What follows belongs to an exercise in optimizing a design on an open flow for small area, a short achievable clock period and few clock cycles per item; a production flow would make more cautious choices. Function was checked by simulation only, so behaviour that the tests miss may differ from the original.

== build 83 ==
==> flow/design.v (excerpt) <==
module mult(
	input clk, rst, start, in_is_signed,
	input [31:0] in_a, in_b,
	output mult_status,
	output [63:0] s);
	reg busy;
	reg [32:0] n_b;		 
	reg [7:0] one_b, two_b, neg;	 
	reg [15:0] wlo;		 
	reg [47:0] acc;		 
	assign mult_status = busy;
	wire [32:0] n = ~n_b;
	wire [7:0] one = ~one_b, two = ~two_b;
	wire sha = ~|in_a[31:16] | &in_a[31:15];
	wire shb = ~|in_b[31:16] | &in_b[31:15];
	wire short = sha | shb;
	wire use_a = sha & ~shb;	 
	wire [15:0] mlo = use_a ? in_a[15:0] : in_b[15:0];
	wire mtop = use_a ? in_a[31] : in_b[31];
	wire [31:0] nn = use_a ? in_b : in_a;
	wire [32:0] nx33 = {in_is_signed & nn[31], nn};
	wire c32 = ~in_is_signed & mtop;	 
	wire c16 = short & ~mtop & mlo[15];	 
	wire [47:0] acc0 = (short & c32) ? {nn, 16'b0} :
	                   (c16 | (~short & c32)) ? {{15{nx33[32]}}, nx33} : 48'b0;
	wire [16:0] wn = busy ? {wlo, 1'b0} : short ? {mlo, 1'b0} : in_b[31:15];
  ...
Size: ~130 I/O pins.
clock: 50.0 ns
lec_check: 0
abc_area: 1
cap_margin: 20
core_margin: 2
core_utilization: 40
cts_buf_list: sky130_fd_sc_hd__clkbuf_8
cts_cluster_diameter: 100
cts_cluster_size: 30
slew_margin: 40
synth_hierarchical: 1
standard.sh (not shown) runs the stock make flow with config.mk's settings and CLKGATE_MAP_FILE= SYNTH_SCRIPT=/design/flow/synth_recipe.tcl, a recipe that flattens the netlist after the stock synthesis.
==> flow/flow/run.sh <==
#!/bin/bash
set -euo pipefail
export BUFFER_PORTS_ARGS="-buffer_cell sky130_fd_sc_hd__buf_2"
bash standard.sh > standard.log 2>&1
Testbench counts of build 83, summed over its fixed seeds: cycles 4,019, items 3,200.
Input changes introduced in build 13 (baseline for comparison: build 83):
# build 83
export LEC_CHECK = 0
export ABC_AREA = 1
export CAP_MARGIN = 20
export CORE_MARGIN = 2
export CORE_UTILIZATION = 40
export CTS_BUF_LIST = sky130_fd_sc_hd__clkbuf_8
export CTS_CLUSTER_DIAMETER = 100
export CTS_CLUSTER_SIZE = 30
export SLEW_MARGIN = 40
export SYNTH_HIERARCHICAL = 1
create_clock -name core_clock -period 50.0 [get_ports {clk}]
# build 13
export LEC_CHECK = 0
export ABC_AREA = 0
export CAP_MARGIN = 20
export CORE_MARGIN = 2
export CORE_UTILIZATION = 40
export CTS_BUF_LIST = sky130_fd_sc_hd__clkbuf_8
export SLEW_MARGIN = 40
export SYNTH_HIERARCHICAL = 1
create_clock -name core_clock -period 50.0 [get_ports {clk}]
## What came out
Global-route wire length before repair in build 13 is 2500 um lower than in build 83
The lower worst hold-check slack came out of build 83.
Vertical die dimension (higher): build 83
Compared with build 83, in build 13 sequential cell area fraction in the yosys report increased by 0.75 points relative to the old numbers; data arrival time of the critical path rose by 0.99 ns.
| detail-routed via count per cell | build 13 vs build 83 | 5.3% higher |
Multiplexer share of the synthesized area (build 13 over build 83): increase, 3.8 points
Inputs modified between build 13 and build 93:
# build 13
export LEC_CHECK = 0
export ABC_AREA = 0
export CAP_MARGIN = 20
export CORE_MARGIN = 2
export CORE_UTILIZATION = 40
export CTS_BUF_LIST = sky130_fd_sc_hd__clkbuf_8
export SLEW_MARGIN = 40
export SYNTH_HIERARCHICAL = 1
create_clock -name core_clock -period 50.0 [get_ports {clk}]
# build 93
export LEC_CHECK = 0
export ABC_AREA = 1
export CAP_MARGIN = 20
export CORE_MARGIN = 2
export CORE_UTILIZATION = 55
export CTS_BUF_LIST = sky130_fd_sc_hd__clkbuf_8
export SLEW_MARGIN = 40
export SYNTH_HIERARCHICAL = 1
create_clock -name core_clock -period 50.0 [get_ports {clk}]
--- outcome ---
Area: build 93 vs build 13 -> build 93 larger. Of build 93 and build 13, build 13 shows the higher inserted tap cell count, with build 93 below it. Build 93 against build 13: growth of design area from synthesis to finish -2.2 points, initial antenna violation count +2. Build 93 ended up with more standard cells than build 13. Higher minimum period implied by the final worst setup slack among build 93 and build 13: build 13.
For build 37, these inputs were changed with respect to build 93:
# build 93
export LEC_CHECK = 0
export ABC_AREA = 1
export CAP_MARGIN = 20
export CORE_MARGIN = 2
export CORE_UTILIZATION = 55
export CTS_BUF_LIST = sky130_fd_sc_hd__clkbuf_8
export SLEW_MARGIN = 40
export SYNTH_HIERARCHICAL = 1
create_clock -name core_clock -period 50.0 [get_ports {clk}]
# build 37
export LEC_CHECK = 0
export ABC_AREA = 1
export CAP_MARGIN = 20
export CORE_MARGIN = 2
export CORE_UTILIZATION = 40
export CTS_BUF_LIST = sky130_fd_sc_hd__clkbuf_8
export SLEW_MARGIN = 40
export SYNTH_HIERARCHICAL = 1
create_clock -name core_clock -period 50.0 [get_ports {clk}]
Notes after the runs:
- Comparing build 37 and build 93, number of antenna violations at the first check in global routing is higher on build 93.
- Changes observed in build 37 relative to build 93: maximum number of pins on one net before global-route repair grew by 1, final cell count higher, sequential share of layout area saw little to no change, wire length lower.
Setup changes, build 37 to build 71
# build 37
export LEC_CHECK = 0
export ABC_AREA = 1
export CAP_MARGIN = 20
export CORE_MARGIN = 2
export CORE_UTILIZATION = 40
export CTS_BUF_LIST = sky130_fd_sc_hd__clkbuf_8
export SLEW_MARGIN = 40
export SYNTH_HIERARCHICAL = 1
create_clock -name core_clock -period 50.0 [get_ports {clk}]
# build 71
export LEC_CHECK = 0
export ABC_AREA = 1
export CAP_MARGIN = 20
export CORE_MARGIN = 2
export CORE_UTILIZATION = 40
export CTS_BUF_LIST = sky130_fd_sc_hd__clkbuf_8
export SLEW_MARGIN = 20
export SYNTH_HIERARCHICAL = 1
create_clock -name core_clock -period 50.0 [get_ports {clk}]
Findings:
From build 37 to build 71 the numbers moved as follows: number of buffer and inverter instances along the worst setup path rose 1, worst setup margin fell 0.050 ns. Diff build 71..build 37 | count of endpoints failing setup in the final report | unchanged.

## separate check: timing with driven ports
The results above use ideal ports. As a check the final layouts listed here were re-extracted and re-timed, cells and wires unchanged. Step 1, drivers: a clkbuf_16 drives clk and a buf_2 each remaining input, both assumed. Step 2 times the ports against the registers' clock, not the clock port: input delays grow and output delays shrink by t, the midpoint of the rising clock arrivals with the driver on. Three values: ideal ports, drivers, drivers and shift; two values: the first two.
| run | t (ns) | setup slack, ns | cell pins on the clock port's net |
|---|---|---|---|
| build 83 | 0.490 | 33.773 / 33.727 / 34.217 | 1 |
| build 13 | 0.492 | 32.784 / 32.740 / 33.232 | 1 |
| build 93 | 0.494 | 33.629 / 33.585 / 34.079 | 1 |
| build 37 | 0.490 | 33.773 / 33.727 / 34.217 | 1 |
| build 71 | 0.495 | 33.723 / 33.678 / 34.173 | 1 |
After both steps every run listed still meets setup and hold.
